What follows belongs to an exercise in optimizing a design on an open flow for small area; a production flow would make more cautious choices. The RTL was checked by simulation tests, not by an equivalence proof against the original design. Power and IR drop assume default switching activity.

## sobel_accel
module sobel_accel(
        input   wire    [ 2:0]   addr,
        output  reg     [31:0]   rdata,
        input   wire    [31:0]   wdata,
        input   wire             cs,
        input   wire             read,
        input   wire             write,
        input   wire             clk,
        input   wire             rst
);
For scale: about 72 I/O pins, ~16,000 µm² of cells after synthesis.
export LEC_CHECK = 0
export CAP_MARGIN = 20
export CORE_MARGIN = 2
export CORE_UTILIZATION = 75
export CTS_BUF_LIST = sky130_fd_sc_hd__clkbuf_16 sky130_fd_sc_hd__clkbuf_8 sky130_fd_sc_hd__clkbuf_4
export CTS_CLUSTER_DIAMETER = 100
export CTS_CLUSTER_SIZE = 30
export GPL_TIMING_DRIVEN = 1
export SLEW_MARGIN = 20
export SYNTH_HIERARCHICAL = 1
create_clock -name core_clock -period 9.0 [get_ports {clk}]
standard.sh (not shown) runs the stock make flow with config.mk's settings and CLKGATE_MAP_FILE= SYNTH_SCRIPT=/design/flow/synth_recipe.tcl, a recipe that flattens the netlist after the stock synthesis.
==> flow/flow/run.sh <==
#!/bin/bash
# Layout flow: the standard flow (standard.sh), with the standard
# synthesis unchanged and two changes after it:
#  - before floorplanning, every combinational cell that synthesis gave a
#    drive strength above 1 starts at its smallest size (downsize.tcl); the
#    resizer's later timing and design repairs size up again where needed;
#    the buffers synthesis inserted are removed (REMOVE_ABC_BUFFERS);
#  - the port buffers are buf_1 cells.
# Each tool's output goes to a log file of its own in this folder.
set -euo pipefail
here=$(pwd)
bash standard.sh synth > synth.log 2>&1
bash standard.sh PRE_FLOORPLAN_TCL="$here/flow/downsize.tcl" REMOVE_ABC_BUFFERS=1 \
    "BUFFER_PORTS_ARGS=-buffer_cell sky130_fd_sc_hd__buf_1" finish > layout.log 2>&1
==> flow/flow/downsize.tcl <==
# Sourced by ORFS's floorplan.tcl (PRE_FLOORPLAN_TCL) right after the
# synthesised netlist is loaded: swap each combinational cell above drive
# strength 1 for the same function at the smallest drive strength.
set db [ord::get_db]
set block [ord::get_db_block]
set n 0
foreach inst [$block getInsts] {
  set name [[$inst getMaster] getName]
  if {![regexp {^(sky130_fd_sc_hd__[a-z0-9]+)_([0-9]+)$} $name -> base drive]} { continue }
  if {$drive <= 1} { continue }
  if {[regexp {__(df|edf|sdf|dl|sedf|ha|fa)} $base]} { continue }
  foreach d {1 0} {
    set m [$db findMaster ${base}_$d]
    if {$m ne "NULL" && $m ne ""} {
      $inst swapMaster $m
      incr n
      break
    }
  }
}
puts "downsize.tcl: $n cells set to their smallest drive strength"
The baseline finished with timing, DRC and antenna clean.
Rerun with:
CORE_UTILIZATION = 70   (was 75)
CTS_BUF_LIST = not set   (was sky130_fd_sc_hd__clkbuf_16 sky130_fd_sc_hd__clkbuf_8 sky130_fd_sc_hd__clkbuf_4)
Result: The changed run finished clean; power came out lower by 0.87%; die area came out higher by about 7%; first-iteration DRC count came out lower by about 26%; via count came out lower by 3.8%; final area came out higher by about 0.7%; cell count came out higher by about 3%; core utilization came out lower by 5.4 points.
Rerun with:
CAP_MARGIN = 0   (was 20)
CORE_UTILIZATION = 75   (was 70)
SLEW_MARGIN = 0   (was 20)
After rerunning: Final area falls by 0.80%. Synthesized area is unchanged. Clock-buffer cell count does not change. Routed wire length rises by 5.2%. Worst setup slack is worse by 120 ps. Register-to-register slack is worse by 110 ps.
Rerun with:
CAP_MARGIN = 20   (was 0)
CORE_UTILIZATION = 70   (was 75)
GPL_TIMING_DRIVEN = 0   (was 1)
SLEW_MARGIN = 20   (was 0)
Combinational power went up by about 2%.
Synthesized cell count does not change.
Design area came out higher by 0.48%.
Global-route usage is lower by 3.9 points.
Total power grows by 1.3%.
Count of clock-buffer cells in the layout is lower by 1.

## run 1
Another version of the RTL of sobel_accel (not shown whole).
Settings: LEC_CHECK=0, CAP_MARGIN=20, CORE_MARGIN=2, CORE_UTILIZATION=60, GPL_TIMING_DRIVEN=0, SLEW_MARGIN=20, SYNTH_HIERARCHICAL=1; clock period 9.0 ns.
Scripts as last shown in full above: flow/flow/run.sh, flow/flow/downsize.tcl
The inputs of run 2 differ from those of run 1 as listed below.
diff --git a/flow/config.mk b/flow/config.mk
--- a/flow/config.mk
+++ b/flow/config.mk
@@ -10,0 +11,2 @@
+export CTS_CLUSTER_DIAMETER = 100
+export CTS_CLUSTER_SIZE = 30
Findings:
Diff run 1..run 2 | setup violation total in the final timing report | negligible
Relative to run 1, sum of internal, switching and leakage power has decreased by about 3.8% in run 2.
In run 2, the number of global-route vias before repair came out about 1.5% below the value in run 1.
Run 1 and run 2 ended up with nearly the same transition at the pin with the smallest max-transition slack.
Run 2 has worst setup slack below what run 1 had.
When the final numbers for run 1 and run 2 were put side by side, the share of total power in the clock network turned out to be smaller in run 2.
Run 1 -> run 2: post-detailed-routing wire length decreased slightly
Modified inputs, run 3 compared to run 2
==> flow/run.sh (new file) <==
#!/bin/bash
# synth_recipe.tcl (not shown) runs the flow's synth.tcl, then flattens the netlist and writes it again
# the make line also repeats each setting of config.mk as NAME=value (left out here)
make -C /OpenROAD-flow-scripts/flow DESIGN_CONFIG=/design/flow/config.mk WORK_HOME=/design/flow/orfs CLKGATE_MAP_FILE= SYNTH_SCRIPT=/design/flow/synth_recipe.tcl finish
diff --git a/flow/config.mk b/flow/config.mk
--- a/flow/config.mk
+++ b/flow/config.mk
@@ -10,3 +10 @@
-export CORE_UTILIZATION = 60
-export CTS_CLUSTER_DIAMETER = 100
-export CTS_CLUSTER_SIZE = 30
+export CORE_UTILIZATION = 40
removed: flow/flow/run.sh
removed: flow/flow/downsize.tcl
removed: flow/standard.sh
==> notes.md <==
- Compared with run 2, run 3 shows a setup slack that is 57 ps higher.
- Run 3 ended up with a lower part of the power in combinational logic than run 2 did.
- Summary: with run 2 as the reference, multi-input gate area in the final layout in run 3 moved up by a few percent.

RTL: one of the versions met above, not the one the previous note started from.
Size: roughly 1200 cells after synthesis, ~16000 µm² of cells after synthesis.
export LEC_CHECK = 0
export CAP_MARGIN = 20
export CORE_MARGIN = 2
export CORE_UTILIZATION = 75
export CTS_CLUSTER_DIAMETER = 100
export CTS_CLUSTER_SIZE = 30
export GPL_TIMING_DRIVEN = 1
export SLEW_MARGIN = 20
export SYNTH_HIERARCHICAL = 1
create_clock -name core_clock -period 9.0 [get_ports {clk}]
==> flow/flow/run.sh <==
#!/bin/bash
# Layout flow: the standard flow (standard.sh), with the standard
# synthesis unchanged and two changes after it:
#  - before floorplanning, every combinational cell that synthesis gave a
#    drive strength above 1 starts at its smallest size (downsize.tcl); the
#    resizer's later timing and design repairs size up again where needed;
#    the buffers synthesis inserted are removed (REMOVE_ABC_BUFFERS);
#  - the port buffers are buf_1 cells.
# Each tool's output goes to a log file of its own in this folder.
set -euo pipefail
here=$(pwd)
bash standard.sh synth > synth.log 2>&1
bash standard.sh PRE_FLOORPLAN_TCL="$here/flow/downsize.tcl" REMOVE_ABC_BUFFERS=1 \
    "BUFFER_PORTS_ARGS=-buffer_cell sky130_fd_sc_hd__buf_1" finish > layout.log 2>&1
==> flow/flow/downsize.tcl <==
# Sourced by ORFS's floorplan.tcl (PRE_FLOORPLAN_TCL) right after the
# synthesised netlist is loaded: swap each combinational cell above drive
# strength 1 for the same function at the smallest drive strength.
set db [ord::get_db]
set block [ord::get_db_block]
set n 0
foreach inst [$block getInsts] {
  set name [[$inst getMaster] getName]
  if {![regexp {^(sky130_fd_sc_hd__[a-z0-9]+)_([0-9]+)$} $name -> base drive]} { continue }
  if {$drive <= 1} { continue }
  if {[regexp {__(df|edf|sdf|dl|sedf|ha|fa)} $base]} { continue }
  foreach d {1 0} {
    set m [$db findMaster ${base}_$d]
    if {$m ne "NULL" && $m ne ""} {
      $inst swapMaster $m
      incr n
      break
    }
  }
}
puts "downsize.tcl: $n cells set to their smallest drive strength"
The starting point went through all stages and came out clean.
Then changed:
--- a/flow/config.mk
+++ b/flow/config.mk
@@ -9,6 +9,6 @@
 export CORE_MARGIN = 2
 export CORE_UTILIZATION = 75
-export CTS_CLUSTER_DIAMETER = 100
-export CTS_CLUSTER_SIZE = 30
+export CTS_CLUSTER_DIAMETER = 90
+export CTS_CLUSTER_SIZE = 36
 export GPL_TIMING_DRIVEN = 1
 export SLEW_MARGIN = 20
Effect: The changed run ran to the end with no violations; worst hold slack hardly moves; critical path depth is unchanged; sequential share of layout area stays flat; sequential cell count stays the same; clock skew rose by 9.3 ps; total power rose slightly; register-to-register slack degrades by 40 ps; design area hardly moves; via count barely changes; synthesized area stays the same; fmax hardly moves.
Then changed:
--- a/flow/config.mk
+++ b/flow/config.mk
@@ -6,10 +6,10 @@
 export NUM_CORES = 4
 export LEC_CHECK = 0
-export CAP_MARGIN = 20
+export CAP_MARGIN = 10
 export CORE_MARGIN = 2
 export CORE_UTILIZATION = 75
-export CTS_CLUSTER_DIAMETER = 90
-export CTS_CLUSTER_SIZE = 36
+export CTS_CLUSTER_DIAMETER = 100
+export CTS_CLUSTER_SIZE = 30
 export GPL_TIMING_DRIVEN = 1
-export SLEW_MARGIN = 20
+export SLEW_MARGIN = 10
 export SYNTH_HIERARCHICAL = 1
After rerunning:
- via count barely changes
- synthesized cell count is unchanged
- wire length increases by 0.51%
- count of clock-buffer cells in the layout increases by 2
- final cell count barely changes
- utilization stays flat

afterwards: timing with drivers on the ports:
The flow's constraints put no driver on any port. The routed layouts listed below were extracted and timed again, unchanged, in two steps.
Step 1 assumes that a clkbuf_16 drives the clock port and a buf_2 every other input.
Step 2 adds t to the input delays and takes it off the output delays; t is the mean of the earliest and latest rising clock arrival at the registers after step 1. Input paths then give back, and output paths get back, about the clock's delay inside the block.
a / b / c = ideal / step 1 / step 2; a / b = the first two.
run	t, ns	setup slack, ns	worst setup path at the end	slew at the worst register clock pin (ns)	worst data-port slew with drivers (ns)
the first run of note 1	0.528	0.210 / 0.236 / -0.292	input to register	0.11 / 0.11	0.04
the second run of note 1	0.521	0.329 / 0.356 / -0.165	input to register	0.11 / 0.11	0.04
the third run of note 1	0.525	0.212 / 0.236 / -0.289	input to register	0.11 / 0.11	0.04
the fourth run of note 1	0.522	0.135 / 0.158 / -0.364	input to register	0.11 / 0.11	0.04
run 1	0.568	0.149 / 0.169 / -0.398	input to register	0.06 / 0.06	0.04
run 2	0.530	0.138 / 0.167 / -0.363	input to register	0.11 / 0.11	0.04
run 3	0.589	0.195 / 0.227 / -0.362	input to register	0.06 / 0.06	0.05
the first run of note 3	0.525	0.212 / 0.236 / -0.289	input to register	0.11 / 0.11	0.04
the second run of note 3	0.528	0.192 / 0.216 / -0.312	input to register	0.12 / 0.12	0.04
the third run of note 3	0.525	0.212 / 0.236 / -0.289	input to register	0.11 / 0.11	0.04
With both steps, setup timing fails in every run listed, where it was met with ideal ports. For run 3, which loses most, drivers alone change the setup slack by +0.032 ns; drivers and shift together by -0.557 ns.
